This design comes from an exercise in tuning for small area on the open sky130 flow, not from production work. Only simulation tests tie the RTL to the original design; equivalence was not proved. The flow treats the clock pin as an ideal source, which a real chip does not have. Power and IR drop assume default switching activity.

File: flow/design.v
module edge_detector_s
(
  input clock, reset, din,
  output rising_confirma
);
  localparam [16:0] S1300 = 17'b11101100010001000;   
  reg        m;
  reg        s0;
  reg [16:1] sh;      
  reg        rdy;
  localparam [16:1] INV = 16'b0101010101010101;
  wire [16:0] s = {sh ^ INV, s0};
  wire zero16 = (s[15:0] == 16'd0);
  wire fb     = s[16] ^ s[13] ^ zero16;
  wire last   = s[16] && zero16;                     
  wire rearm  = !din && rdy;
  always @(posedge clock or posedge reset)
    if (reset) begin
      m  <= 1'b0;
      s0 <= 1'b0;
    end else begin
      m  <= m ? !rearm : s0;
      s0 <= m ? (!rearm && fb) : (!s0 && din);
    end
  always @(posedge clock) begin
    sh  <= (m ? s[15:0] : 16'd0) ^ INV;
    rdy <= m && ((s == S1300) || (rdy && !last));
  end
  assign rising_confirma = !m && s0;
endmodule
module dspl_drv_NexysA7
(
  input clock, reset,
  input [2:0] code,           
  output reg [2:0] nxt,       
  output reg [7:0] an,
  output reg [7:0] dec_ddp
);
  localparam [9:0] PH_RESET = 10'b1111100000, PH_ADV = 10'b0000111000;
  reg [9:0] ph;
  reg       shown;
  reg [2:0] sel;
  wire adv = (ph == PH_ADV);
  always @(posedge clock or posedge reset)
    if (reset) begin
      ph    <= PH_RESET;
      nxt   <= 3'd0;
      shown <= 1'b0;
    end else begin
      ph <= {ph[8:0], (ph[9] ^ ph[2]) | adv};
      if (adv) begin
        nxt   <= nxt + 3'd1;
        shown <= 1'b1;
      end
    end
  always @(posedge clock)
    if (adv) sel <= code;
  wire [2:0] cur = nxt - 3'd1;    
  wire [5:0] x = {cur, sel};
  wire [6:0] seg;
  assign seg[6] = (x[0] & !x[1]) | (x[2] & x[5]) | (!x[1] & !x[4]) | (!x[1] & x[2]) | (!x[1] & !x[3] & x[5]) | (!x[2] & x[3] & !x[4]) | (!x[0] & x[2] & x[3]);
  assign seg[5] = (x[0] & x[2]) | (!x[4] & x[5]) | (!x[0] & !x[3] & !x[4]) | (!x[2] & x[3] & x[4] & !x[5]) | (x[0] & !x[1] & !x[4]);
  assign seg[4] = (x[0] & x[2] & !x[3]) | (x[0] & !x[1] & x[2]) | (!x[0] & x[1] & !x[2] & x[4]) | (!x[1] & !x[4] & x[5]) | (x[0] & !x[1] & x[3] & !x[5]) | (!x[2] & !x[3] & !x[4] & !x[5]);
  assign seg[3] = (x[0] & !x[1]) | (!x[1] & x[2]) | (x[2] & !x[3] & x[5]) | (!x[0] & x[2] & !x[3] & x[4]) | (x[0] & !x[2] & !x[3] & !x[4] & !x[5]);
  assign seg[2] = (x[0] & !x[1]) | (!x[0] & x[2] & x[5]) | (x[0] & x[3] & !x[5]) | (x[0] & !x[3] & x[5]) | (!x[0] & x[2] & !x[3]) | (x[0] & !x[2] & x[4]);
  assign seg[1] = (x[0] & !x[1]) | (!x[0] & x[1] & x[4] & x[5]) | (x[2] & !x[3] & x[5]) | (x[0] & !x[2] & x[4]) | (!x[0] & x[1] & !x[3] & x[4]) | (!x[1] & x[2] & !x[4]);
  assign seg[0] = (!x[1] & !x[2]) | (!x[0] & x[1] & x[2] & x[4]) | (!x[0] & !x[4] & x[5]) | (x[1] & x[2] & !x[3] & x[5]) | (x[0] & x[1] & x[2] & !x[3] & !x[4]);
  always @* begin
    an = 8'hFF;
    if (shown) an[cur] = 1'b0;
    dec_ddp = shown ? {seg, 1'b1} : 8'b00000010;
  end
endmodule
module BullsAndCows (
    input clock,
    input reset,
    input confirma_rising,
    input [15:0] SW,
    input [2:0] nxt,             
    output [15:0] led,
    output reg [2:0] code        
);
localparam [3:0] S1  = 4'd0,
                 S2  = 4'd12,
                 G   = 4'd2,
                 WIN = 4'd3,
                 CK1 = 4'd4,
                 CK2 = 4'd5,
                 CKG = 4'd6,
                 R0  = 4'd8,
                 R1  = 4'd9,
                 R2  = 4'd10,
                 R3  = 4'd11,
                 R4  = 4'd1;
assign led = 16'b0;
reg [3:0]  st;
reg        p;         
reg [15:0] sec1, sec2, g;
reg crd;       
always @(posedge clock) crd <= confirma_rising;
wire cr = crd;
wire half_diff = (g[3:0] != g[7:4]) && (g[11:8] != g[15:12]) && (g[3:0] != g[11:8]);
reg  diff1;
always @(posedge clock) diff1 <= half_diff;
wire is_diff = diff1 && half_diff;
wire in_load = (!st[0] & !st[2] & !st[3]) | (st[2] & st[3]);
wire in_s1 = (!st[0] & !st[1] & !st[2] & !st[3]);
wire in_s2 = (st[2] & st[3]);
wire in_ck2 = (st[0] & st[2]);
wire in_r4 = (st[0] & !st[1] & !st[2] & !st[3]);
wire inR = (!st[2] & st[3]) | (st[0] & !st[1] & !st[2]);
wire in_step = (!st[2] & st[3]);
wire bidx0 = (!st[0]);
wire bidx1 = (!st[1]);
wire done2 = (st[0]) | (st[1]);
wire done3 = (st[1]) | (!st[3]);
wire done0 = (!st[3]) | (st[0] & st[1]);
wire done1 = (!st[3]);
wire modeb0 = (st[2]);
wire modeb1 = (st[1] & !st[2] & !st[3]);
wire modeb2 = (st[0]) | (!st[2] & st[3]) | (st[2] & !st[3]);
wire in_g = (!st[0] & st[1] & !st[2] & !st[3]);
wire st_n0 = (st[1] & st[3]) | (!st[0] & !st[2] & st[3]) | (st[0] & !st[2] & !st[3] & !cr) | (st[2] & st[3] & cr) | (st[0] & !st[1] & !st[2] & !st[3] & allbull);
wire st_n1 = (!st[0] & st[1] & !st[2]) | (st[0] & !st[1] & st[3]) | (st[0] & st[2] & is_diff) | (st[1] & st[2] & !is_diff) | (st[1] & !st[2] & !st[3] & !cr) | (st[0] & !st[1] & !st[2] & cr);
wire st_n2 = (st[2] & st[3]) | (!st[0] & !st[2] & !st[3] & cr) | (st[0] & st[2] & !is_diff) | (!st[0] & !st[1] & st[2] & is_diff);
wire st_n3 = (!st[0] & !st[2] & st[3]) | (!st[1] & !st[2] & st[3]) | (!st[0] & st[2] & !st[3] & is_diff) | (st[2] & st[3] & !cr) | (st[0] & st[2] & !is_diff);
wire [15:0] sec = p ? sec1 : sec2;
wire [3:0] eq = {g[7:4] == sec[15:12], g[7:4] == sec[11:8],
                 g[7:4] == sec[7:4],   g[7:4] == sec[3:0]};
wire bull = eq[{bidx1, bidx0}];
wire cow  = !bull && (eq != 4'd0);
wire load   = in_load && !cr;
wire allbull = g[0] && g[4] && g[8] && g[12];
always @(posedge clock or posedge reset)
    if (reset) st <= S1;
    else st <= {st_n3, st_n2, st_n1, st_n0};
always @(posedge clock) begin
    if (in_ck2) p <= 1'b0;
    else if (in_r4 && cr) p <= !p;
    if (in_s1 && !cr) sec1 <= SW;
    if (in_s2 && !cr) sec2 <= SW;
    if (load) g <= SW;
    else begin
        g <= {g[11:0], g[15:12]};
        if (in_step) g[9:8] <= {cow, bull};
    end
end
wire [3:0] done = {done3, done2, done1, done0};
wire [3:0] cnt_bits = (nxt == 3'd7) ? {g[12], g[8], g[4], g[0]} : {g[13], g[9], g[5], g[1]};
wire [3:0] cb = cnt_bits & {done[3], done[2], done[1], done[0]};
wire [2:0] count = cb[0] + cb[1] + cb[2] + cb[3];
wire cpos = (nxt == 3'd7) || (nxt == 3'd2);
wire [2:0] mode = {modeb2, modeb1, modeb0 | (in_g & p)};
wire [5:0] y = {nxt, mode};
wire [2:0] mcode;
assign mcode[0] = (!y[1] & y[2]) | (!y[1] & !y[3] & !y[4]) | (y[1] & y[3] & !y[4] & !y[5]) | (y[1] & !y[3] & y[4] & !y[5]) | (y[2] & y[3] & y[4]);
assign mcode[1] = (!y[2] & !y[3]) | (y[1] & !y[5]) | (!y[2] & y[4]) | (!y[0] & !y[1] & !y[3]) | (y[1] & y[3] & y[4]) | (!y[0] & !y[1] & y[2] & y[5]);
assign mcode[2] = (y[0] & y[2]) | (y[1] & !y[2] & y[3]) | (!y[1] & y[3] & y[5]) | (!y[3] & y[4] & !y[5]) | (!y[1] & y[2] & !y[3]) | (y[1] & !y[2] & !y[5]) | (y[1] & y[3] & y[4]) | (!y[0] & !y[2] & y[4] & y[5]);
always @* code = (inR && cpos) ? count : mcode;
endmodule
module top_nexys_a7 (
    input clock,
    input reset,
    input confirma,
    input logic[15:0] SW,
    output logic[15:0] LED,
    output logic [7:0] AN,
    output logic [7:0] DIGIT
);
logic confirma_rising;
logic [2:0] code;
logic [2:0] nxt;
dspl_drv_NexysA7 display(
    .clock(clock),
    .reset(reset),
    .code(code),
    .nxt(nxt),
    .an(AN),
    .dec_ddp(DIGIT)
);
BullsAndCows game(
    .clock(clock),
    .reset(reset),
    .confirma_rising(confirma_rising),
    .SW(SW),
    .nxt(nxt),
    .led(LED),
    .code(code)
);
edge_detector_s borda(
    .clock(clock),
    .reset(reset),
    .din(confirma),
    .rising_confirma(confirma_rising)
);
endmodule
File: flow/config.mk
export PLATFORM = sky130hd
export DESIGN_NAME = top_nexys_a7
export DESIGN_NICKNAME = top_nexys_a7
export VERILOG_FILES = /design/flow/design.v
export SDC_FILE = /design/flow/constraint.sdc
export NUM_CORES = 4
export LEC_CHECK = 0
export CAP_MARGIN = 0
export CORE_MARGIN = 2
export CORE_UTILIZATION = 40
export SLEW_MARGIN = 0
File: flow/flow/cts_pre.tcl
# Clock tree: clock_tree_synthesis builds the tree from small buffers
# (CTS_ARGS), then each clock buffer whose loads see a slew above
# CLK_SLEW_LIMIT_NS (placement estimate) is upsized to CLK_UPSIZE, the
# largest slews first, until none is left above the limit.
rename clock_tree_synthesis orig_clock_tree_synthesis
proc clock_tree_synthesis {args} {
  orig_clock_tree_synthesis {*}$args
  set limit $::env(CLK_SLEW_LIMIT_NS)
  set big $::env(CLK_UPSIZE)
  set_propagated_clock [all_clocks]
  for {set round 0} {$round < 20} {incr round} {
    estimate_parasitics -placement
    set worst 0; set worst_buf ""
    foreach b [get_cells -filter "ref_name =~ sky130_fd_sc_hd__clkbuf_*"] {
      if {[get_property $b ref_name] eq $big} { continue }
      set net [get_nets -of_objects [get_pins -of_objects $b -filter "direction == output"]]
      set w 0
      foreach p [get_pins -of_objects $net -filter "direction == input"] {
        foreach e {rise fall} { set s [get_property $p slew_max_$e]; if {$s > $w} { set w $s } }
      }
      if {$w > $limit && $w > $worst} { set worst $w; set worst_buf $b }
    }
    if {$worst_buf eq ""} { break }
    puts "clock buffer [get_full_name $worst_buf]: load slew $worst ns, upsized to $big"
    replace_cell $worst_buf $big
  }
}
File: flow/flow/downsize.tcl
# Before global placement: put every upsized combinational cell that
# synthesis left (drive _2 and up) back to its drive-1 version (drive 0
# where there is no drive 1); placement's repair then upsizes what needs it.
set n 0
foreach inst [get_cells *] {
  set ref [get_property $inst ref_name]
  if {![regexp {^(sky130_fd_sc_hd__[a-z0-9]+)_([0-9]+)$} $ref -> base size]} { continue }
  if {$size <= 1} { continue }
  if {[regexp {__(df|edf|sdf|sedf|dl|clk|conb|tap|fill|decap)} $base]} { continue }
  foreach s {1 0} {
    set lc [get_lib_cells -quiet */${base}_$s]
    if {[llength $lc] && ![get_property [lindex $lc 0] dont_use]} {
      replace_cell $inst [lindex $lc 0]
      incr n
      break
    }
  }
}
puts "downsize.tcl: $n cells set back to drive 1"
File: flow/flow/run.sh
#!/bin/bash
# The standard layout (standard.sh), with these changes: ports are buffered
# with the smallest buffer; the clock tree is built from small buffers with
# no dummy loads, and flow/cts_pre.tcl then upsizes the clock buffers whose
# loads see too large a slew; the single constant driver of LED is not split
# into one tie cell per port; before global placement, flow/downsize.tcl sets
# upsized logic cells back to drive 1 (placement's repair upsizes as needed).
set -euo pipefail
export BUFFER_PORTS_ARGS="-buffer_cell sky130_fd_sc_hd__buf_1"
export CTS_ARGS="-sink_clustering_enable -repair_clock_nets -buf_list sky130_fd_sc_hd__clkbuf_4 -dont_use_dummy_load"
export PRE_CTS_TCL="$(pwd)/flow/cts_pre.tcl"
export CLK_SLEW_LIMIT_NS=0.120 CLK_UPSIZE=sky130_fd_sc_hd__clkbuf_8
export SKIP_REPAIR_TIE_FANOUT=1
export PRE_GLOBAL_PLACE_TCL="$(pwd)/flow/downsize.tcl"
bash standard.sh > standard.log 2>&1
File: flow/constraint.sdc
create_clock -name core_clock -period 10.0 [get_ports {clock}]
set_input_delay 2.0000 -clock core_clock [delete_from_list [all_inputs] [get_ports {clock}]]
set_output_delay 2.0000 -clock core_clock [all_outputs]
set_load 0.01 [all_outputs]
File: flow/standard.sh
#!/bin/bash
# synth_recipe.tcl (not shown) runs the flow's synth.tcl, then flattens the netlist and writes it again
# the make line also repeats each setting of config.mk as NAME=value (left out here)
make -C /OpenROAD-flow-scripts/flow DESIGN_CONFIG=/design/flow/config.mk WORK_HOME=/design/flow/orfs CLKGATE_MAP_FILE= SYNTH_SCRIPT=/design/flow/synth_recipe.tcl "${@:-finish}"
==> results of run 1 <==
[critical path: stages (launching register included)]
cell,delay [ns]
dfrtp_1,0.76
inv_1,0.30
ha_1,0.28
xor2_1,0.80
nor2_1,0.15
o21ai_0,0.20
a21oi_1,0.10
a221oi_1,0.26
nor2_1,0.07
buf_1,0.13
[Yosys cell counts (2+ instances only)]
library cell,count
a211oi_1,2
a21o_1,2
a21oi_1,12
a221oi_1,3
a22oi_1,2
a31oi_1,6
a32o_1,2
buf_2,7
buf_4,18
clkbuf_1,14
clkinv_1,2
dfrtp_1,15
dfstp_2,5
dfxtp_1,36
edfxtp_1,35
ha_1,9
inv_1,8
mux2_2,16
mux2i_1,20
nand2_1,45
nand2b_1,5
nand3_1,10
nand4_1,3
nand4b_1,2
nor2_1,26
nor2b_1,14
nor3_1,6
nor4_1,10
nor4_2,2
o21ai_0,16
o221ai_1,3
o22ai_1,6
xnor2_1,22
xor2_1,13
[cell type report]
cell class	count	area [um^2]
Clock buffer	9	98.8
Timing Repair Buffer	38	158
Sequential cell	91	2280
Inverter	10	37.5
Fill cell	1053	6210
Tap cell	140	175
Multi-Input combinational cell	272	1840
[power breakdown]
group	internal, W	leakage (nW)	total, W	switching (W)
clock network	0.0000639	0.0544	0.000169	0.000105
registers	0.000501	0.871	0.000621	0.000121
logic	0.000232	0.816	0.000487	0.000255
total	0.000797	1.74	0.00128	0.000480
[final timing paths]
kind	startpoint	to	depth (start not counted)	slack (ns)
max in group asynchronous	reset	borda.m	2	7.75
worst min-delay path	display.ph[1]	display.ph[2]	0	0.36
worst max register to register	display.nxt[0]	display.sel[1]	10	6.68
worst min register to register	display.ph[1]	display.ph[2]	0	0.36
worst max-delay path	display.nxt[0]	DIGIT[5]	9	4.60
min in group asynchronous	reset	game.st[1]	2	1.75
[per-layer routing]
metal,wire [um],GRT usage [%],vias to the layer above
met4,167,6.41,0
li1,-,-,1461
met3,366,2.33,15
met2,3760,24.4,68
met5,0,0,-
met1,4070,21.0,1376
[kinds of logic after synthesis]
| family | count (synthesis) | share of synthesized area, % |
|---|---|---|
| and+or+nand+nor | 127 | 14.1 |
| DFF | 91 | 51.7 |
| AOI/OAI and AO/OA | 63 | 9.23 |
| buffers and inverters | 51 | 6.25 |
| muxes | 36 | 8.64 |
| xor gates and xnor gates | 35 | 6.96 |
| adders and majority gates | 10 | 3.01 |
| other | 1 | 0.0851 |
[metrics by stage]
| step | util (%) | total power, W | worst slack [ns] | hold WS [ns] |
|---|---|---|---|---|
| 3_5_place_dp | 41.6 | 0.00111 | 5.00 | 0.357 |
| 6_report | 42.5 | 0.00128 | 4.60 | 0.356 |
| 4_1_cts | 42.5 | 0.00129 | 4.61 | 0.359 |
| 3_3_place_gp | 41.6 | 0.00111 | 5.24 | 0.356 |
| 2_1_floorplan | - | 0.00102 | 5.97 | 0.346 |
| 5_1_grt | 42.5 | 0.00138 | 4.30 | 0.374 |
[flip-flops by register name, indices dropped and copies added (netlist names), 3 cells and up]
name and cells:
game.st 4, game.sec1 16, display.ph 10, game.g 16
game.sec2 16, display.sel 3, display.nxt 3, borda.sh 16
==> summary.txt, run 1 <==
Detailed routing
  – Total detailed-routing wirelength: ~8400 um
  – Via count normalized by instance count: 5.21
  – Number of nets still failing antenna checks after routing: 0
  – Number of violations reported at the end of detailed-routing iteration 0: 254
  – Detailed-router iteration count before antenna repair: 4
  – Vias after detailed routing: between 2000 and 3000
  – Post-detailed-route DRC marker count: 0
  – Per-cell routed wire length: between 10 and 15 um

Critical path
  – Setup crit start kind: flip-flop
  – Required time of the critical path: 8.00 ns
  – CP endpoint kind: output pin
  – Maximum fanout along the worst path: 19
  – Endpoint arrival time on the critical path: roughly 3.4 ns
  – Setup CP Type: flip-flop to output pin

Yosys
  – Area share of the largest cell type after synthesis: 23.9%
  – Sequential share of the synthesized area: 51.7%
  – Number of nets produced by synthesis: between 400 and 500
  – Largest area contributor in the netlist: edfxtp_1
  – Cell Area, Synth: 0.00440 mm^2
  – Ys async rst share: 22.0%
  – Number of flip-flops and latches in the synthesized netlist: 91
  – Gate count after technology mapping: a little over 400
  – Netlist cell types: 51
  – EDFF count, synth: 35
  – Mean post-synth cell area: 10.6 um^2
  – Dominant synthesized flop cell: dfxtp_1
  – Number of warnings issued by yosys: 3
  – Cell types with the largest area share after synthesis: edfxtp_1 (24%), dfxtp_1 (16%), dfrtp_1 (8.5%)

CTS
  – Number of buffers inserted by post-CTS setup repair: 0
  – Number of sinks driven by the clock tree: 91
  – Clock latency reported for the late side of the worst-skew pair: 0.36 ns
  – Post_cts resized: 0
  – CTS Hold Bufs: 0
  – Number of CTS-inserted buffers: 9
  – Clock tree from TritonCTS: yes
  – CTS clk-pin slew, worst paths: 0.10 ns

Finish
  – Final cell count without fillers: 560
  – Commonest non-fill, non-tap cell in the layout: nand2_1
  – Diode count: 0
  – Non-Filler Cell Area, Final: 0.00459 mm^2
  – Most frequent cells in the layout: nand2_1 (45), dfxtp_1 (36), edfxtp_1 (35), buf_1 (34), nor2_1 (26)
  – Area added between synthesis and finish: 4.15%
  – Number of nets in the finished design: about 450
  – Fraction of final layout cells sized beyond drive strength 1: under 10%

Global routing
  – Maximum number of pins on one net before global-route repair: 22
  – Total routing resource utilization after global routing: 15.4%
  – Antenna violations before repair: 0
  – First-pass GRT wire length: about 14000 um
  – Remaining Overflow, GRT: 0
  – Vias in the first global route: 2895

Flow run
  – Max-capacitance violation count: 0

STA
  – Final period util: 54.0%
  – Count of final hold-check violations: 0
  – Minimum clock period after layout: about 5.4 ns
  – Post-Route Setup TNS: 0 ns
  – Relative max-transition margin: 31.4%
  – Setup repair after global routing missed its margin: false
  – Final number of setup-violating endpoints: 0
  – Worst setup skew after layout: 0.0291 ns
  – Achievable frequency: 0.185 GHz
  – Slew at the pin closest to its max-slew limit: 1.03 ns
  – Max-slew violations: 0

Floorplan
  – Die Footprint: 0.0119 mm^2
  – Starting density of the core: 40.8%
  – Y dimension of the die: roughly 110 um
  – Core Footprint: 0.0108 mm^2
  – Horizontal die dimension: 109 um
  – Standard-cell row count: 38
  – Boundary pin count: 51

Placement
  – GP Congestion: 0.786
  – Area of placed instances: 0.00449 mm^2
  – Port Buf Inserts: 34
  – Number of placed instances with taps included: approximately 550
  – DP Wirelength: roughly 6000 um

Power and ir drop
  – Power Dens Cells: 278 mW/mm^2
  – IR drop worst, VDD: 0.140 mV
  – Leakage power: 1.74 nW

Hold path
  – Path class of the lowest-slack min-delay path: flip-flop to flip-flop

Run status
  – Status: timing/DRC/antenna clean
==> inputs of run 2 (changes only) <==
==> flow/flow/run.sh (replaced) <==
#!/bin/bash
# The standard layout (standard.sh), with these changes:
# - synthesis runs flow/synth.tcl: the standard flow's synthesis script with ABC on the
#   area-oriented script flow/abc_area.script (standard.sh is then called for
#   the remaining steps and finds synthesis done);
# - ports are buffered with the smallest buffer;
# - the clock tree is built from small buffers with no dummy loads, and
#   flow/cts_pre.tcl then upsizes the clock buffers whose loads see too large
#   a slew;
# - the single constant driver of LED is not split into one tie cell per port;
# - before global placement, flow/downsize.tcl sets upsized logic cells back
#   to drive 1 (placement's repair upsizes what needs it).
set -euo pipefail
export BUFFER_PORTS_ARGS="-buffer_cell sky130_fd_sc_hd__buf_1"
export CTS_ARGS="-sink_clustering_enable -repair_clock_nets -buf_list sky130_fd_sc_hd__clkbuf_4 -dont_use_dummy_load"
export PRE_CTS_TCL="$(pwd)/flow/cts_pre.tcl"
export CLK_SLEW_LIMIT_NS=0.120 CLK_UPSIZE=sky130_fd_sc_hd__clkbuf_8
export SKIP_REPAIR_TIE_FANOUT=1
export PRE_GLOBAL_PLACE_TCL="$(pwd)/flow/downsize.tcl"
export ABC_SCRIPT="$(pwd)/flow/abc_area.script"
sed "s#SYNTH_SCRIPT=[^ ]*#SYNTH_SCRIPT=$(pwd)/flow/synth.tcl#" standard.sh > flow_synth.sh
bash flow_synth.sh synth > synth.log 2>&1
bash standard.sh > standard.log 2>&1
==> flow/flow/abc_area.script (new file) <==
strash
dc2
dch
amap
topo
stime -c
==> flow/flow/synth.tcl (new file) <==
# The standard flow's synthesis script (synth_recipe.tcl: ORFS's synthesis without the fsm
# and share passes, then flattened and renamed), with one change: ABC maps
# the logic with the area-oriented script in ABC_SCRIPT instead of ORFS's
# speed script. Registers are mapped before ABC and are not affected.
proc synth {args} { yosys synth -nofsm -noshare {*}$args }
proc abc {args} {
  set i [lsearch -exact $args -script]
  if {$i >= 0} { lset args [expr {$i + 1}] $::env(ABC_SCRIPT) }
  yosys abc {*}$args
}
source $::env(SCRIPTS_DIR)/synth.tcl
# left out here: clear keep_hierarchy, flatten, clean up, hide names made inside functions, write 1_2_yosys.v
==> summary.txt, run 2 <==
Critical path
  – Most used cell along the critical path: clkinv_1
  – Startpoint of the worst register-to-register path: game.p
  – Maximum fanout along the worst path: 15
  – Internal reg-to-reg setup slack: 6.69 ns
  – CP endpoint kind: output pin
  – Endpoint arrival time on the critical path: 2.97 ns
  – CP delay by family, top: buffers and inverters
  – Sequence of cells on the critical path: clkinv_1, ha_1, a21oi_1, clkinv_1, o21ai_0, nor2_1, nand2_1, buf_1
  – Crit path largest cell delay: 0.66 ns
  – Required time of the critical path: 8.00 ns
  – Setup crit start kind: flip-flop
  – Crit-path slowest cell: dfrtp_1
  – Setup CP Type: flip-flop to output pin
  – Worst path buffer plus inverter count: 3
  – Source of the critical timing path: display.nxt[0]

STA
  – Post-Route Setup TNS: 0 ns
  – Final period util: 49.7%
  – Worst setup skew after layout: 0.0380 ns
  – Worst hold slack after final layout: 0.365 ns
  – Final number of setup-violating endpoints: 0
  – Count of final hold-check violations: 0
  – Minimum clock period after layout: 4.97 ns
  – Max-slew violations: 0
  – Relative max-transition margin: 45.6%
  – Slew at the pin closest to its max-slew limit: slightly above 0.8 ns
  – Achievable frequency: between 0.2 and 0.25 GHz
  – Final worst slack: 5.03 ns
  – Setup repair after global routing missed its margin: false

Detailed routing
  – Detailed-router iteration count before antenna repair: 5
  – Number of violations reported at the end of detailed-routing iteration 0: ~290
  – Total detailed-routing wirelength: 9090 um
  – Met2 WL: 3940 um
  – Routed met1 length: 4470 um
  – Uppermost layer routed: met4
  – Per-cell routed wire length: 14.9 um
  – Via count normalized by instance count: around 5.5
  – Post-detailed-route DRC marker count: 0
  – Detailed-routed wire length on met3: approximately 560 um
  – Number of nets still failing antenna checks after routing: 0
  – Vias after detailed routing: 3322

Placement
  – GP Congestion: about 0.88
  – Area of placed instances: 0.00436 mm^2
  – Pre-CTS worst setup slack: 5.45 ns
  – DP Wirelength: approximately 6600 um
  – Port Buf Inserts: 34

Finish
  – Non-Filler Cell Area, Final: around 0.0045 mm^2
  – Fraction of final layout cells sized beyond drive strength 1: under 10%
  – Number of nets in the finished design: 504
  – Most frequent cells in the layout: nor2_1 (79), clkinv_1 (45), nand2_1 (42), a21oi_1 (37), dfxtp_1 (36)
  – Commonest non-fill, non-tap cell in the layout: nor2_1
  – Area added between synthesis and finish: 7.61%
  – Diode count: 0
  – Final core occ: 43.8%

Yosys
  – Largest area contributor in the netlist: edfxtp_1
  – Dominant synthesized flop cell: dfxtp_1
  – Ys async rst share: 22.0%
  – Number of warnings issued by yosys: 3
  – Area share of the largest cell type after synthesis: around 25%
  – Mean post-synth cell area: about 9.3 um^2
  – Cell Area, Synth: 0.00414 mm^2
  – Number of nets produced by synthesis: 472
  – Number of flip-flops and latches in the synthesized netlist: slightly above 90
  – Netlist cell types: 42
  – EDFF count, synth: 35
  – Most frequent cell after synthesis: nor2_1
  – Ranking of synthesized cells by instance count: nor2_1 (79), clkinv_1 (45), nand2_1 (42), a21oi_1 (37), dfxtp_1 (36)
  – Sequential share of the synthesized area: 55.0%
  – Gate count after technology mapping: 443
  – Cell types with the largest area share after synthesis: edfxtp_1 (25%), dfxtp_1 (17%), dfrtp_1 (9.1%)

Flow run
  – Max-capacitance violation count: 0

Global routing
  – Total routing resource utilization after global routing: 16.7%
  – Maximum number of pins on one net before global-route repair: 33
  – Antenna violations before repair: 0
  – First-pass GRT wire length: 14900 um
  – Remaining Overflow, GRT: 0
  – Vias in the first global route: about 3000

Floorplan
  – Starting density of the core: between 40% and 50%
  – Boundary pin count: 51
  – Y dimension of the die: 106 um
  – Horizontal die dimension: 106 um
  – Die Footprint: 0.0112 mm^2
  – Standard-cell row count: 37
  – Core Footprint: 0.0102 mm^2

Hold path
  – Path class of the lowest-slack min-delay path: flip-flop to flip-flop
  – Min-Delay Startpoint: display.ph[7]

CTS
  – CTS clk-pin slew, worst paths: 0.09 ns
  – Clock latency reported for the late side of the worst-skew pair: 0.36 ns
  – Clock tree from TritonCTS: yes
  – CTS Hold Bufs: 0
  – Number of CTS-inserted buffers: 9
  – Number of sinks driven by the clock tree: 91
  – Post_cts resized: 0
  – Number of buffers inserted by post-CTS setup repair: 0

Run status
  – Status: timing/DRC/antenna clean

Power and ir drop
  – Power Dens Cells: 196 mW/mm^2
  – IR drop worst, VDD: 0.0969 mV
  – Leakage power: approximately 1.6 nW
-- run 2: final timing paths --
check,cells past startpoint,endpoint
hold / removal,0,display.ph[8]
max in group asynchronous,2,display.ph[9]
hold reg to reg,0,display.ph[8]
setup reg to reg,8,game.g[9]
setup / recovery,8,AN[2]
min in group asynchronous,2,borda.m
-- run 2: cells by family (layout without fill, tap and decap cells) --
family | count (synthesis) | after routing | share of synthesized area, %
buf+inv | 62 | 92 | 7.16
compound gates | 119 | 119 | 17.9
other cells | 1 | 1 | 0.0905
fa+ha+maj | 10 | 10 | 3.20
flops | 91 | 91 | 55.0
simple gates | 160 | 160 | 16.6
-- run 2: stage by stage --
step                total power [W]  std cells
CTS                        0.000876        609
global route               0.000939        609
detailed placement         0.000708        600
global placement           0.000706        600
finish                     0.000875        609
floorplan                  0.000644        443
-- run 2: per-layer routing --
metal  vias up  global-route usage [%]
li1       1642                       -
met1      1561                    24.4
met2       109                    24.5
met3        10                    3.40
met4         0                    6.39
met5         -                       0
-- run 2: where the power goes --
group          total (W)  internal [W]  switching, W
logic           0.000235     0.0000864      0.000149
clock network   0.000170     0.0000639      0.000106
registers       0.000470      0.000425     0.0000444
-- run 2: layout make-up --
class                      count  area (um^2)
clock buffer                   9         98.8
fill                        1023         5730
inverter                      45          169
multi-input combinational    290         1580
sequential                    91         2280
tap                          136          170
timing repair buffer          38          158
-- run 2: worst reg2reg max path: cells and delay by family (launching register included) --
family	cells	cell delay (ns)
AOI/OAI and AO/OA	5	0.99
and+or+nand+nor	2	0.66
buffers and inverters	1	0.68
DFF	1	0.87
==> inputs of run 3 (changes only) <==
==> flow/flow/abc_area.script (replaced) <==
strash
&get -n
&st
&deepsyn -T 20
&put
dch
amap
topo
stime -c
==> summary.txt, run 3 <==
Power and ir drop
  – Register share of total power: 48.4%
  – Power Internal: 0.000769 W
  – Clock power share: 12.3%
  – Leakage power: 1.57 nW
  – Psw: roughly 0.00054 W
  – IR drop worst, VDD: 0.0936 mV
  – Combinational share of power: a little under 40%
  – Proportion of total power due to net switching: 41.1%
  – Power Dens Cells: slightly below 300 mW/mm^2

Flow run
  – Max-capacitance violation count: 0

Floorplan
  – Horizontal die dimension: 105 um
  – Y dimension of the die: 105 um
  – Starting density of the core: between 40% and 50%
  – Core Footprint: 0.00986 mm^2
  – Standard-cell row count: 36
  – Boundary pin count: 51
  – Die Footprint: 0.0111 mm^2

Global routing
  – Vias in the first global route: 3112
  – Remaining Overflow, GRT: 0
  – Most crowded layer after global routing: met2
  – First-pass GRT wire length: 14900 um
  – Grt met1 use: 23.4%
  – Met3 Use GR: under 10%
  – Met2 Usage GRT: about a quarter
  – Total routing resource utilization after global routing: 16.9%
  – Maximum number of pins on one net before global-route repair: 29
  – Antenna violations before repair: 0

STA
  – Setup repair after global routing missed its margin: false
  – Relative max-transition margin: approximately a third
  – Max-slew violations: 0
  – Slew at the pin closest to its max-slew limit: 0.991 ns
  – Worst setup skew after layout: 0.0363 ns
  – Final period util: between 50 and 60%
  – Minimum clock period after layout: 5.05 ns
  – Post-Route Setup TNS: 0 ns
  – Count of final hold-check violations: 0
  – Final number of setup-violating endpoints: 0
  – Achievable frequency: 0.198 GHz

Critical path
  – Setup CP Type: flip-flop to output pin
  – Internal reg-to-reg setup slack: 6.49 ns
  – Worst path buffer plus inverter count: 4
  – Crit-path slowest cell: dfrtp_1
  – Setup crit start kind: flip-flop
  – Sequence of cells on the critical path: clkinv_1, ha_1, a21oi_1, clkinv_1, o21ai_0, clkinv_1, nand3_1, buf_1
  – CP delay by family, top: buffers and inverters
  – Most used cell along the critical path: clkinv_1
  – Startpoint of the worst register-to-register path: game.p
  – Crit path largest cell delay: 0.62 ns
  – Maximum fanout along the worst path: 14
  – Endpoint arrival time on the critical path: ~3 ns
  – Depth of the worst register-to-register path: 8
  – Worst flop-to-flop path endpoint: game.g[9]
  – CP endpoint kind: output pin
  – Required time of the critical path: 8.00 ns

Yosys
  – Ys async rst share: a little over a fifth
  – Dominant synthesized flop cell: dfxtp_1
  – Sequential share of the synthesized area: a little under three fifths
  – Largest area contributor in the netlist: edfxtp_1
  – EDFF count, synth: 35
  – Cell Area, Synth: 0.00410 mm^2
  – Number of warnings issued by yosys: 3
  – Area share of the largest cell type after synthesis: around a quarter
  – Cell types with the largest area share after synthesis: edfxtp_1 (26%), dfxtp_1 (18%), dfrtp_1 (9.2%)
  – Netlist cell types: 44
  – Gate count after technology mapping: 431
  – Number of nets produced by synthesis: 460
  – Mean post-synth cell area: approximately 9.5 um^2
  – Ranking of synthesized cells by instance count: nor2_1 (70), clkinv_1 (51), a21oi_1 (38), dfxtp_1 (36), edfxtp_1 (35)
  – Most frequent cell after synthesis: nor2_1
  – Number of flip-flops and latches in the synthesized netlist: about 90

Finish
  – Fraction of final layout cells sized beyond drive strength 1: 3.71%
  – Commonest non-fill, non-tap cell in the layout: nor2_1
  – Most frequent cells in the layout: nor2_1 (69), clkinv_1 (51), a21oi_1 (38), dfxtp_1 (36), edfxtp_1 (35)
  – Area added between synthesis and finish: 6.68%
  – Filler cell count: 972
  – FF/Latch Area: 0.00228 mm^2
  – Number of nets in the finished design: ~500
  – Diode count: 0
  – Multi-input logic area: ~0.0015 mm^2
  – Non-Filler Cell Area, Final: between 0.004 and 0.005 mm^2

CTS
  – Number of sinks driven by the clock tree: 91
  – Number of buffers inserted by post-CTS setup repair: 0
  – Post_cts resized: 0
  – Number of CTS-inserted buffers: 9
  – CTS clk-pin slew, worst paths: around 0.12 ns
  – CTS Hold Bufs: 0
  – Clock tree from TritonCTS: yes
  – Clock latency reported for the late side of the worst-skew pair: approximately 0.37 ns

Placement
  – DP Wirelength: 6420 um
  – Port Buf Inserts: 34
  – GP Congestion: 0.846
  – Area of placed instances: 0.00429 mm^2

Hold path
  – Hold path cells: 1
  – Path class of the lowest-slack min-delay path: flip-flop to flip-flop
  – Min-Delay Startpoint: borda.sh[2]
  – End point of the most critical hold path: borda.sh[3]

Detailed routing
  – Total detailed-routing wirelength: 8940 um
  – Number of nets still failing antenna checks after routing: 0
  – Detailed-router iteration count before antenna repair: 5
  – Number of violations reported at the end of detailed-routing iteration 0: 188
  – Post-detailed-route DRC marker count: 0
  – Per-cell routed wire length: around 15 um
  – Via count normalized by instance count: around 5.5
  – Vias after detailed routing: ~3200

Run status
  – Status: timing/DRC/antenna clean
-- run 3: changes by cell type after synthesis, sizes merged, moves of 3 or more --
cell	change
o21ai	-5
or3	+4
or4	+3
nand2	-8
clkinv	+6
nor4	-7
o221ai	-3
nor2	-9
a22oi	-3
nand3	+3
nor3	+4
-- run 3: layer usage --
layer,routed length [um],share of wire (%),vias to the layer above
met1,4370,49,1538
met2,4030,45,93
met5,0,0,-
met4,102,1.1,0
li1,-,-,1587
met3,435,4.9,11
-- run 3: logic make-up after synthesis --
group                    after synthesis  synth area share, %
buffers and inverters                 68                 7.78
AO/OA/AOI/OAI                        114                 17.7
adder cells (fa/ha/maj)               10                 3.23
flip-flops                            91                 55.6
other                                  1               0.0915
AND/OR/NAND/NOR                      147                 15.6
-- run 3: cell type report --
| cell class | instances | area share (%) |
|---|---|---|
| tap | 133 | 3.80 |
| sequential | 91 | 52.1 |
| timing repair buffer | 35 | 3.09 |
| multi-input combinational | 272 | 34.7 |
| clock buffer | 9 | 1.97 |
| inverter | 51 | 4.38 |
-- run 3: how the worst max path moves through the flow --
stage	slack, ns	endpoint	from	cells after the start
floorplan	5.91	DIGIT[1]	display.nxt[0]	8
global placement	5.56	AN[7]	display.nxt[0]	8
detailed placement	5.40	AN[7]	display.nxt[0]	8
CTS	4.96	AN[7]	display.nxt[0]	8
global route	4.49	AN[6]	display.nxt[0]	8
finish	4.95	AN[7]	display.nxt[0]	8
-- run 3: stage by stage --
stage	instances	total power (W)	util [%]	hold WS [ns]	setup slack (ns)
floorplan	431	0.000994	-	0.350	5.91
global placement	582	0.00114	43.5	0.354	5.56
detailed placement	582	0.00115	43.5	0.356	5.40
CTS	591	0.00131	44.3	0.356	4.96
global route	591	0.00141	44.3	0.365	4.49
finish	591	0.00130	44.3	0.354	4.95
-- run 3: power groups by stage --
stage / logic, W / registers (W) / clock network [W]
2_1_floorplan: 0.000389 / 0.000605 / 0
3_3_place_gp: 0.000507 / 0.000635 / 0
3_5_place_dp: 0.000513 / 0.000638 / 0
4_1_cts: 0.000515 / 0.000631 / 0.000167
5_1_grt: 0.000582 / 0.000650 / 0.000182
6_report: 0.000513 / 0.000631 / 0.000161
==> inputs of run 4 (changes only) <==
--- a/flow/design.v
+++ b/flow/design.v
@@ -55,19 +55,18 @@
     end
   always @(posedge clock)
     if (adv) sel <= code;
-  wire [2:0] cur = nxt - 3'd1;    
-  wire [5:0] x = {cur, sel};
+  wire [5:0] x = {nxt, sel};
   wire [6:0] seg;
-  assign seg[6] = (x[0] & !x[1]) | (x[2] & x[5]) | (!x[1] & !x[4]) | (!x[1] & x[2]) | (!x[1] & !x[3] & x[5]) | (!x[2] & x[3] & !x[4]) | (!x[0] & x[2] & x[3]);
-  assign seg[5] = (x[0] & x[2]) | (!x[4] & x[5]) | (!x[0] & !x[3] & !x[4]) | (!x[2] & x[3] & x[4] & !x[5]) | (x[0] & !x[1] & !x[4]);
-  assign seg[4] = (x[0] & x[2] & !x[3]) | (x[0] & !x[1] & x[2]) | (!x[0] & x[1] & !x[2] & x[4]) | (!x[1] & !x[4] & x[5]) | (x[0] & !x[1] & x[3] & !x[5]) | (!x[2] & !x[3] & !x[4] & !x[5]);
-  assign seg[3] = (x[0] & !x[1]) | (!x[1] & x[2]) | (x[2] & !x[3] & x[5]) | (!x[0] & x[2] & !x[3] & x[4]) | (x[0] & !x[2] & !x[3] & !x[4] & !x[5]);
-  assign seg[2] = (x[0] & !x[1]) | (!x[0] & x[2] & x[5]) | (x[0] & x[3] & !x[5]) | (x[0] & !x[3] & x[5]) | (!x[0] & x[2] & !x[3]) | (x[0] & !x[2] & x[4]);
-  assign seg[1] = (x[0] & !x[1]) | (!x[0] & x[1] & x[4] & x[5]) | (x[2] & !x[3] & x[5]) | (x[0] & !x[2] & x[4]) | (!x[0] & x[1] & !x[3] & x[4]) | (!x[1] & x[2] & !x[4]);
-  assign seg[0] = (!x[1] & !x[2]) | (!x[0] & x[1] & x[2] & x[4]) | (!x[0] & !x[4] & x[5]) | (x[1] & x[2] & !x[3] & x[5]) | (x[0] & x[1] & x[2] & !x[3] & !x[4]);
+  assign seg[6] = (x[0] & !x[1]) | (!x[1] & x[5]) | (x[2] & x[3] & x[5]) | (!x[0] & x[2] & !x[3]) | (!x[2] & !x[3] & x[4]) | (!x[1] & x[2]) | (!x[3] & x[4] & x[5]) | (x[2] & !x[3] & !x[4] & !x[5]);
+  assign seg[5] = (x[0] & x[2]) | (!x[2] & !x[4] & x[5]) | (!x[1] & !x[3] & x[5]) | (!x[0] & x[3] & !x[4]) | (x[0] & !x[1] & !x[3] & x[4]);
+  assign seg[4] = (x[0] & !x[1] & x[2]) | (x[0] & x[2] & x[3]) | (!x[1] & !x[3] & x[5]) | (!x[0] & x[1] & !x[2] & !x[5]) | (!x[1] & !x[4] & x[5]) | (!x[2] & !x[3] & x[5]) | (x[1] & !x[2] & x[4] & x[5]) | (!x[2] & x[3] & !x[4] & !x[5]) | (x[0] & !x[1] & !x[3] & x[4]);
+  assign seg[3] = (x[0] & !x[1]) | (!x[0] & x[2] & x[4]) | (x[2] & x[3] & x[5]) | (!x[1] & x[2]) | (x[0] & !x[2] & x[3] & !x[4] & !x[5]);
+  assign seg[2] = (x[0] & !x[1]) | (!x[0] & x[2] & !x[5]) | (x[2] & x[3] & x[5]) | (x[0] & !x[4] & x[5]) | (x[0] & !x[2] & x[4]) | (!x[1] & x[2]) | (x[0] & !x[2] & !x[3]) | (x[0] & !x[3] & x[4] & !x[5]);
+  assign seg[1] = (x[0] & !x[1]) | (!x[0] & x[1] & x[4]) | (x[2] & x[3] & x[5]) | (!x[0] & x[1] & !x[3] & !x[5]) | (!x[1] & x[2] & x[5]) | (x[0] & !x[2] & !x[3] & !x[4]) | (x[1] & !x[2] & x[3] & x[4]);
+  assign seg[0] = (!x[1] & !x[2]) | (!x[0] & x[2] & x[5]) | (x[1] & x[2] & x[3] & x[5]) | (!x[0] & x[1] & x[2] & x[4]) | (!x[0] & x[1] & x[2] & !x[3]) | (!x[0] & x[3] & !x[4] & x[5]) | (x[0] & x[1] & x[2] & x[3] & !x[4]);
   always @* begin
-    an = 8'hFF;
-    if (shown) an[cur] = 1'b0;
+    an = {!(shown && nxt == 3'd0), !(shown && nxt == 3'd7), !(shown && nxt == 3'd6), !(shown && nxt == 3'd5),
+          !(shown && nxt == 3'd4), !(shown && nxt == 3'd3), !(shown && nxt == 3'd2), !(shown && nxt == 3'd1)};
     dec_ddp = shown ? {seg, 1'b1} : 8'b00000010;
   end
 endmodule
@@ -146,7 +145,7 @@
     end
 end
 wire [3:0] done = {done3, done2, done1, done0};
-wire [3:0] cnt_bits = (nxt == 3'd7) ? {g[12], g[8], g[4], g[0]} : {g[13], g[9], g[5], g[1]};
+wire [3:0] cnt_bits = nxt[0] ? {g[12], g[8], g[4], g[0]} : {g[13], g[9], g[5], g[1]};
 wire [3:0] cb = cnt_bits & {done[3], done[2], done[1], done[0]};
 wire [2:0] count = cb[0] + cb[1] + cb[2] + cb[3];
 wire cpos = (nxt == 3'd7) || (nxt == 3'd2);
--- a/flow/flow/run.sh
+++ b/flow/flow/run.sh
@@ -14,7 +14,7 @@
 export BUFFER_PORTS_ARGS="-buffer_cell sky130_fd_sc_hd__buf_1"
 export CTS_ARGS="-sink_clustering_enable -repair_clock_nets -buf_list sky130_fd_sc_hd__clkbuf_4 -dont_use_dummy_load"
 export PRE_CTS_TCL="$(pwd)/flow/cts_pre.tcl"
-export CLK_SLEW_LIMIT_NS=0.120 CLK_UPSIZE=sky130_fd_sc_hd__clkbuf_8
+export CLK_SLEW_LIMIT_NS=0.110 CLK_UPSIZE=sky130_fd_sc_hd__clkbuf_8
 export SKIP_REPAIR_TIE_FANOUT=1
 export PRE_GLOBAL_PLACE_TCL="$(pwd)/flow/downsize.tcl"
 export ABC_SCRIPT="$(pwd)/flow/abc_area.script"
==> summary.txt, run 4 <==
Run status
  – Status: timing/DRC/antenna clean

CTS
  – CTS clk-pin slew, worst paths: 0.10 ns
  – Number of buffers inserted by post-CTS setup repair: 0
  – CTS Hold Bufs: 0
  – Number of CTS-inserted buffers: 9
  – Clock latency reported for the late side of the worst-skew pair: 0.36 ns
  – Clock tree from TritonCTS: yes
  – Post_cts resized: 0
  – Number of sinks driven by the clock tree: 91

Critical path
  – Setup crit start kind: flip-flop
  – Most used cell along the critical path: nor2_1
  – Setup CP Type: flip-flop to output pin
  – Crit path largest cell delay: between 0.5 and 0.6 ns
  – Internal reg-to-reg setup slack: approximately 6.8 ns
  – Required time of the critical path: 8.00 ns
  – Crit-path slowest cell: dfrtp_1
  – Maximum fanout along the worst path: 15
  – CP endpoint kind: output pin
  – Sequence of cells on the critical path: clkinv_1, nor2_1, nor2_1, o21a_1, a2111oi_0, a221oi_1, buf_1
  – Endpoint arrival time on the critical path: 2.69 ns

Yosys
  – Cell types with the largest area share after synthesis: edfxtp_1 (26%), dfxtp_1 (18%), dfrtp_1 (9.3%)
  – Cell Area, Synth: 0.00406 mm^2
  – Ranking of synthesized cells by instance count: nor2_1 (59), nand2_1 (47), clkinv_1 (43), dfxtp_1 (36), o21ai_0 (36)
  – Number of flip-flops and latches in the synthesized netlist: 91
  – Netlist cell types: 39
  – Area fraction in compound gates after synthesis: 17.6%
  – Number of warnings issued by yosys: 3
  – Mean post-synth cell area: roughly 9.5 um^2
  – Most frequent cell after synthesis: nor2_1
  – EDFF count, synth: 35
  – Mux share of post-synthesis cell area: 0%
  – Dominant synthesized flop cell: dfxtp_1
  – Xor and xnor area share after synthesis: 0%
  – Number of nets produced by synthesis: around 450
  – Adder-cell area share of the yosys netlist: 3.27%
  – Gate count after technology mapping: 425
  – Sequential share of the synthesized area: 56.2%
  – Largest area contributor in the netlist: edfxtp_1
  – Main combinational cell family by area after synthesis: compound AO/OA/AOI/OAI gates
  – Area share of the largest cell type after synthesis: 25.9%
  – Ys async rst share: 22.0%
  – Simple-gate share of the synthesized area: 15.8%

STA
  – Final period util: 46.9%
  – Relative max-transition margin: roughly a third
  – Final number of setup-violating endpoints: 0
  – Count of final hold-check violations: 0
  – Worst setup skew after layout: 0.0304 ns
  – Minimum clock period after layout: 4.69 ns
  – Max-slew violations: 0
  – Achievable frequency: 0.213 GHz
  – Slew at the pin closest to its max-slew limit: 1.01 ns
  – Worst hold slack after final layout: 0.357 ns
  – Post-Route Setup TNS: 0 ns
  – Setup repair after global routing missed its margin: false

Placement
  – DP Wirelength: ~6000 um
  – Port Buf Inserts: 34
  – GP Congestion: 0.942
  – Area of placed instances: 0.00426 mm^2

Detailed routing
  – Number of nets still failing antenna checks after routing: 0
  – Post-detailed-route DRC marker count: 0
  – Total detailed-routing wirelength: about 8600 um
  – Detailed-router iteration count before antenna repair: 5
  – Per-cell routed wire length: 14.7 um
  – Via count normalized by instance count: 5.37
  – Vias after detailed routing: 3154
  – Number of violations reported at the end of detailed-routing iteration 0: roughly 200

Finish
  – Commonest non-fill, non-tap cell in the layout: nor2_1
  – Most frequent cells in the layout: nor2_1 (58), nand2_1 (47), clkinv_1 (43), o21ai_0 (36), dfxtp_1 (36)
  – Diode count: 0
  – Number of nets in the finished design: 485
  – Area added between synthesis and finish: 7.40%
  – Fraction of final layout cells sized beyond drive strength 1: 4.41%
  – Non-Filler Cell Area, Final: 0.00436 mm^2

Floorplan
  – Starting density of the core: 41.3%
  – Core Footprint: 0.00982 mm^2
  – Y dimension of the die: 105 um
  – Horizontal die dimension: 105 um
  – Die Footprint: roughly 0.011 mm^2
  – Boundary pin count: between 50 and 60
  – Standard-cell row count: 36

Power and ir drop
  – Leakage power: 1.64 nW
  – Power Dens Cells: 138 mW/mm^2
  – IR drop worst, VDD: 0.0670 mV

Global routing
  – Antenna violations before repair: 0
  – First-pass GRT wire length: 14400 um
  – Maximum number of pins on one net before global-route repair: 31
  – Total routing resource utilization after global routing: 16.3%
  – Vias in the first global route: 3037
  – Remaining Overflow, GRT: 0

Hold path
  – Path class of the lowest-slack min-delay path: flip-flop to flip-flop

Flow run
  – Max-capacitance violation count: 0
-- run 4: stage by stage --
step                util, %  total power, W  std cells  worst slack, ns
CTS                    44.4        0.000608        587             5.34
finish                 44.4        0.000600        587             5.31
floorplan                 -        0.000433        425             6.23
global route           44.4        0.000627        587             5.16
detailed placement     43.4        0.000439        578             5.75
global placement       43.4        0.000439        578             5.88
-- run 4: final cells by class --
cell class	count	area (um^2)
well taps	133	166
multi-input cells	274	1500
inverters	43	161
flip-flops and latches	91	2280
repair buffers	37	150
fillers	1011	5460
clock buffers	9	98.8
-- run 4: worst paths after layout --
check                           endpoint           start  depth (start not counted)
hold reg to reg              borda.sh[9]     borda.sh[8]                          1
setup / recovery                DIGIT[3]  display.nxt[0]                          7
setup reg to reg               game.g[9]          game.p                          8
hold / removal               borda.sh[9]     borda.sh[8]                          1
max in group asynchronous  display.ph[6]           reset                          2
min in group asynchronous     game.st[1]           reset                          2
-- run 4: worst max-delay path, delay by kind of cell (launching register included) --
family,cells,cell delay [ns]
and+or+nand+nor,2,0.40
buffers and inverters,2,0.62
AOI/OAI and AO/OA,3,0.73
DFF,1,0.58
-- run 4: layer usage --
layer,up-vias,global-route usage [%],share of wire (%)
li1,1581,-,-
met1,1448,22.7,48
met2,114,25.2,44
met3,11,2.43,6.5
met4,0,7.33,1.6
met5,-,0,0
-- run 4: cell families (layout without fill, tap and decap cells) --
| group | Yosys count | after routing |
|---|---|---|
| compound gates | 115 | 115 |
| fa+ha+maj | 10 | 10 |
| buf+inv | 60 | 89 |
| flops | 91 | 91 |
| other cells | 1 | 1 |
| simple gates | 148 | 148 |
-- run 4: power by group --
group / total [W] / switching, W / internal [W] / leakage, nW
clock network: 0.000169 / 0.000105 / 0.0000639 / 0.0544
logic: 0.0000320 / 0.0000209 / 0.0000110 / 0.689
registers: 0.000399 / 0.00000532 / 0.000394 / 0.899
==> inputs of run 5 (changes only) <==
--- a/flow/flow/run.sh
+++ b/flow/flow/run.sh
@@ -1,8 +1,9 @@
 #!/bin/bash
 # The standard layout (standard.sh), with these changes:
 # - synthesis runs flow/synth.tcl: the standard flow's synthesis script with ABC on the
-#   area-oriented script flow/abc_area.script (standard.sh is then called for
-#   the remaining steps and finds synthesis done);
+#   area-oriented script flow/abc_area.script, and with no adder cells
+#   (ADDER_MAP_FILE empty, so ABC maps that logic too); standard.sh is then
+#   called for the remaining steps and finds synthesis done;
 # - ports are buffered with the smallest buffer;
 # - the clock tree is built from small buffers with no dummy loads, and
 #   flow/cts_pre.tcl then upsizes the clock buffers whose loads see too large
@@ -18,6 +19,6 @@
 export SKIP_REPAIR_TIE_FANOUT=1
 export PRE_GLOBAL_PLACE_TCL="$(pwd)/flow/downsize.tcl"
 export ABC_SCRIPT="$(pwd)/flow/abc_area.script"
-sed "s#SYNTH_SCRIPT=[^ ]*#SYNTH_SCRIPT=$(pwd)/flow/synth.tcl#" standard.sh > flow_synth.sh
+sed "s#SYNTH_SCRIPT=[^ ]*#SYNTH_SCRIPT=$(pwd)/flow/synth.tcl ADDER_MAP_FILE=#" standard.sh > flow_synth.sh
 bash flow_synth.sh synth > synth.log 2>&1
 bash standard.sh > standard.log 2>&1
==> summary.txt, run 5 <==
STA
  – Slew at the pin closest to its max-slew limit: 0.810 ns
  – Relative max-transition margin: a little under half
  – Count of final hold-check violations: 0
  – Post-Route Setup TNS: 0 ns
  – Final worst slack: approximately 5.3 ns
  – Worst setup skew after layout: 0.0319 ns
  – Final period util: 46.9%
  – Minimum clock period after layout: between 4 and 5 ns
  – Max-slew violations: 0
  – Final number of setup-violating endpoints: 0
  – Achievable frequency: 0.213 GHz
  – Setup repair after global routing missed its margin: false

Detailed routing
  – Number of nets still failing antenna checks after routing: 0
  – Total detailed-routing wirelength: 8800 um
  – Number of violations reported at the end of detailed-routing iteration 0: 221
  – Vias after detailed routing: 3080
  – Per-cell routed wire length: 15.1 um
  – Detailed-router iteration count before antenna repair: 4
  – Via count normalized by instance count: 5.28
  – Post-detailed-route DRC marker count: 0

Global routing
  – Total routing resource utilization after global routing: ~17%
  – Vias in the first global route: between 3000 and 4000
  – Maximum number of pins on one net before global-route repair: 31
  – Remaining Overflow, GRT: 0
  – First-pass GRT wire length: 15000 um
  – Antenna violations before repair: 0

Yosys
  – Area share of the largest cell type after synthesis: 26.5%
  – Number of nets produced by synthesis: 439
  – Ys async rst share: 22.0%
  – Most frequent cell after synthesis: nor2_1
  – Ranking of synthesized cells by instance count: nor2_1 (51), clkinv_1 (46), nand2_1 (46), o21ai_0 (37), dfxtp_1 (36)
  – Cell types with the largest area share after synthesis: edfxtp_1 (26%), dfxtp_1 (18%), dfrtp_1 (9.5%)
  – Gate count after technology mapping: 420
  – Sequential share of the synthesized area: 57.4%
  – EDFF count, synth: 35
  – Number of flip-flops and latches in the synthesized netlist: 91
  – Cell Area, Synth: between 0.003 and 0.004 mm^2
  – Dominant synthesized flop cell: dfxtp_1
  – Number of warnings issued by yosys: 3
  – Largest area contributor in the netlist: edfxtp_1
  – Mean post-synth cell area: about 9.4 um^2
  – Netlist cell types: 35

Finish
  – Area added between synthesis and finish: 7.89%
  – Multi-input logic area: 0.00139 mm^2
  – Filler cell count: 983
  – Diode count: 0
  – Final cell count without fillers: between 500 and 600
  – FF/Latch Area: approximately 0.0023 mm^2
  – Non-Filler Cell Area, Final: 0.00428 mm^2
  – Fraction of final layout cells sized beyond drive strength 1: 4.22%
  – Number of nets in the finished design: 471
  – Commonest non-fill, non-tap cell in the layout: nor2_1
  – Most frequent cells in the layout: nor2_1 (51), clkinv_1 (46), nand2_1 (46), o21ai_0 (37), dfxtp_1 (36)
  – Final core occ: 44.2%

Power and ir drop
  – Proportion of total power due to net switching: 39.2%
  – IR drop worst, VDD: 0.131 mV
  – Power Dens Cells: 284 mW/mm^2
  – Power Internal: 0.000738 W
  – Leakage power: 1.47 nW
  – Register share of total power: 49.3%
  – Clock power share: roughly 15%
  – Psw: around 0.00048 W
  – Combinational share of power: 35.8%

Critical path
  – Sequence of cells on the critical path: clkinv_1, nor2_1, clkinv_1, nor2_1, clkinv_1, a31oi_1, o21a_1, a41o_1, buf_1
  – Endpoint arrival time on the critical path: about 2.7 ns
  – Setup CP Type: flip-flop to output pin
  – Crit path largest cell delay: a little over 0.6 ns
  – Setup crit start kind: flip-flop
  – CP endpoint kind: output pin
  – Maximum fanout along the worst path: 14
  – Most used cell along the critical path: clkinv_1
  – Required time of the critical path: 8.00 ns
  – Crit-path slowest cell: dfrtp_1

Placement
  – GP Congestion: between 0.8 and 0.9
  – Pre-CTS worst setup slack: 5.67 ns
  – DP Wirelength: 6240 um
  – Area of placed instances: 0.00417 mm^2
  – Number of placed instances with taps included: roughly 570
  – Port Buf Inserts: 34

Run status
  – Status: timing/DRC/antenna clean

Floorplan
  – Y dimension of the die: ~100 um
  – Die Footprint: 0.0107 mm^2
  – Standard-cell row count: 36
  – Core Footprint: roughly 0.0097 mm^2
  – Starting density of the core: between 40 and 50%
  – Horizontal die dimension: ~100 um
  – Boundary pin count: 51

CTS
  – Clock latency reported for the late side of the worst-skew pair: 0.36 ns
  – Number of sinks driven by the clock tree: 91
  – Post_cts resized: 0
  – CTS clk-pin slew, worst paths: 0.08 ns
  – Number of buffers inserted by post-CTS setup repair: 0
  – Number of CTS-inserted buffers: 9
  – Clock tree from TritonCTS: yes
  – CTS Hold Bufs: 0

Flow run
  – Max-capacitance violation count: 0

Hold path
  – Path class of the lowest-slack min-delay path: flip-flop to flip-flop
run 5: path summary, 6_finish.rpt:
check / start / end / slack [ns] / cells past startpoint
min reg2reg: display.ph[8] / display.ph[9] / 0.37 / 0
max in group asynchronous: reset / display.ph[5] / 8.01 / 2
max reg2reg: game.p / game.g[9] / 6.75 / 8
min in group asynchronous: reset / borda.s0 / 1.63 / 2
min: display.ph[8] / display.ph[9] / 0.37 / 0
max: display.nxt[0] / DIGIT[5] / 5.31 / 9
run 5: final cells by class:
| cell class | count | share of cell area (%) |
|---|---|---|
| Clock buffer | 9 | 2.60 |
| Inverter | 46 | 4.04 |
| Multi-Input combinational cell | 266 | 32.5 |
| Sequential cell | 91 | 53.2 |
| Tap cell | 133 | 3.89 |
| Timing Repair Buffer | 38 | 3.68 |
run 5: routing by layer:
| layer | vias to the layer above | track usage [%] | wire [um] |
|---|---|---|---|
| met3 | 12 | 4.41 | 439 |
| met1 | 1413 | 22.9 | 4310 |
| li1 | 1578 | - | - |
| met4 | 0 | 6.85 | 112 |
| met5 | - | 0 | 0 |
| met2 | 77 | 27.5 | 3930 |
run 5: cells by family (layout without fill, tap and decap cells):
kind of cell	count (synthesis)	after routing	synth area share (%)
compound gates	119	119	18.5
flops	91	91	57.4
buf+inv	63	93	7.57
simple gates	146	146	16.4
other cells	1	1	0.0945
run 5: power groups by stage:
| stage | registers (W) | logic [W] | clock network, W |
|---|---|---|---|
| floorplan | 0.000574 | 0.000333 | 0 |
| global placement | 0.000603 | 0.000429 | 0 |
| detailed placement | 0.000604 | 0.000436 | 0 |
| CTS | 0.000597 | 0.000438 | 0.000188 |
| global route | 0.000612 | 0.000503 | 0.000204 |
| finish | 0.000599 | 0.000435 | 0.000181 |
run 5: critical path, delay by kind of cell (launching register included):
kind,cells,cell delay (ns)
AOI/OAI and AO/OA,3,0.40
and+or+nand+nor,2,0.59
DFF,1,0.62
buffers and inverters,4,0.74
run 5: metrics by stage:
| stage | power (W) | hold slack [ns] |
|---|---|---|
| 2_1_floorplan | 0.000907 | 0.350 |
| 3_3_place_gp | 0.00103 | 0.353 |
| 3_5_place_dp | 0.00104 | 0.354 |
| 4_1_cts | 0.00122 | 0.368 |
| 5_1_grt | 0.00132 | 0.374 |
| 6_report | 0.00121 | 0.367 |

[re-timing with driven ports]
In the flow no input, the clock included, has a driving cell. The finished layouts below were timed again as built, in two steps. Step 1, drivers: a clkbuf_16 drives clock and a buf_2 each remaining input, both assumed. Step 2 also shifts input and output timing later by t, the mid clock arrival at the registers, as if the neighbouring blocks saw the same clock. Slacks: no drivers / after step 1 / after step 2; pairs: no drivers / after step 1.
run | shift t [ns] | setup slack, ns | worst register clock-pin slew, ns | cell pins on the clock port's net
run 1 | 0.374 | 4.601 / 4.569 / 4.944 | 0.11 / 0.11 | 1
run 2 | 0.376 | 5.030 / 4.998 / 5.374 | 0.12 / 0.12 | 1
run 3 | 0.381 | 4.955 / 4.926 / 5.306 | 0.12 / 0.12 | 1
run 4 | 0.373 | 5.309 / 5.275 / 5.648 | 0.11 / 0.11 | 1
run 5 | 0.378 | 5.313 / 5.282 / 5.659 | 0.11 / 0.11 | 1
After both steps setup and hold are still met in every run listed.
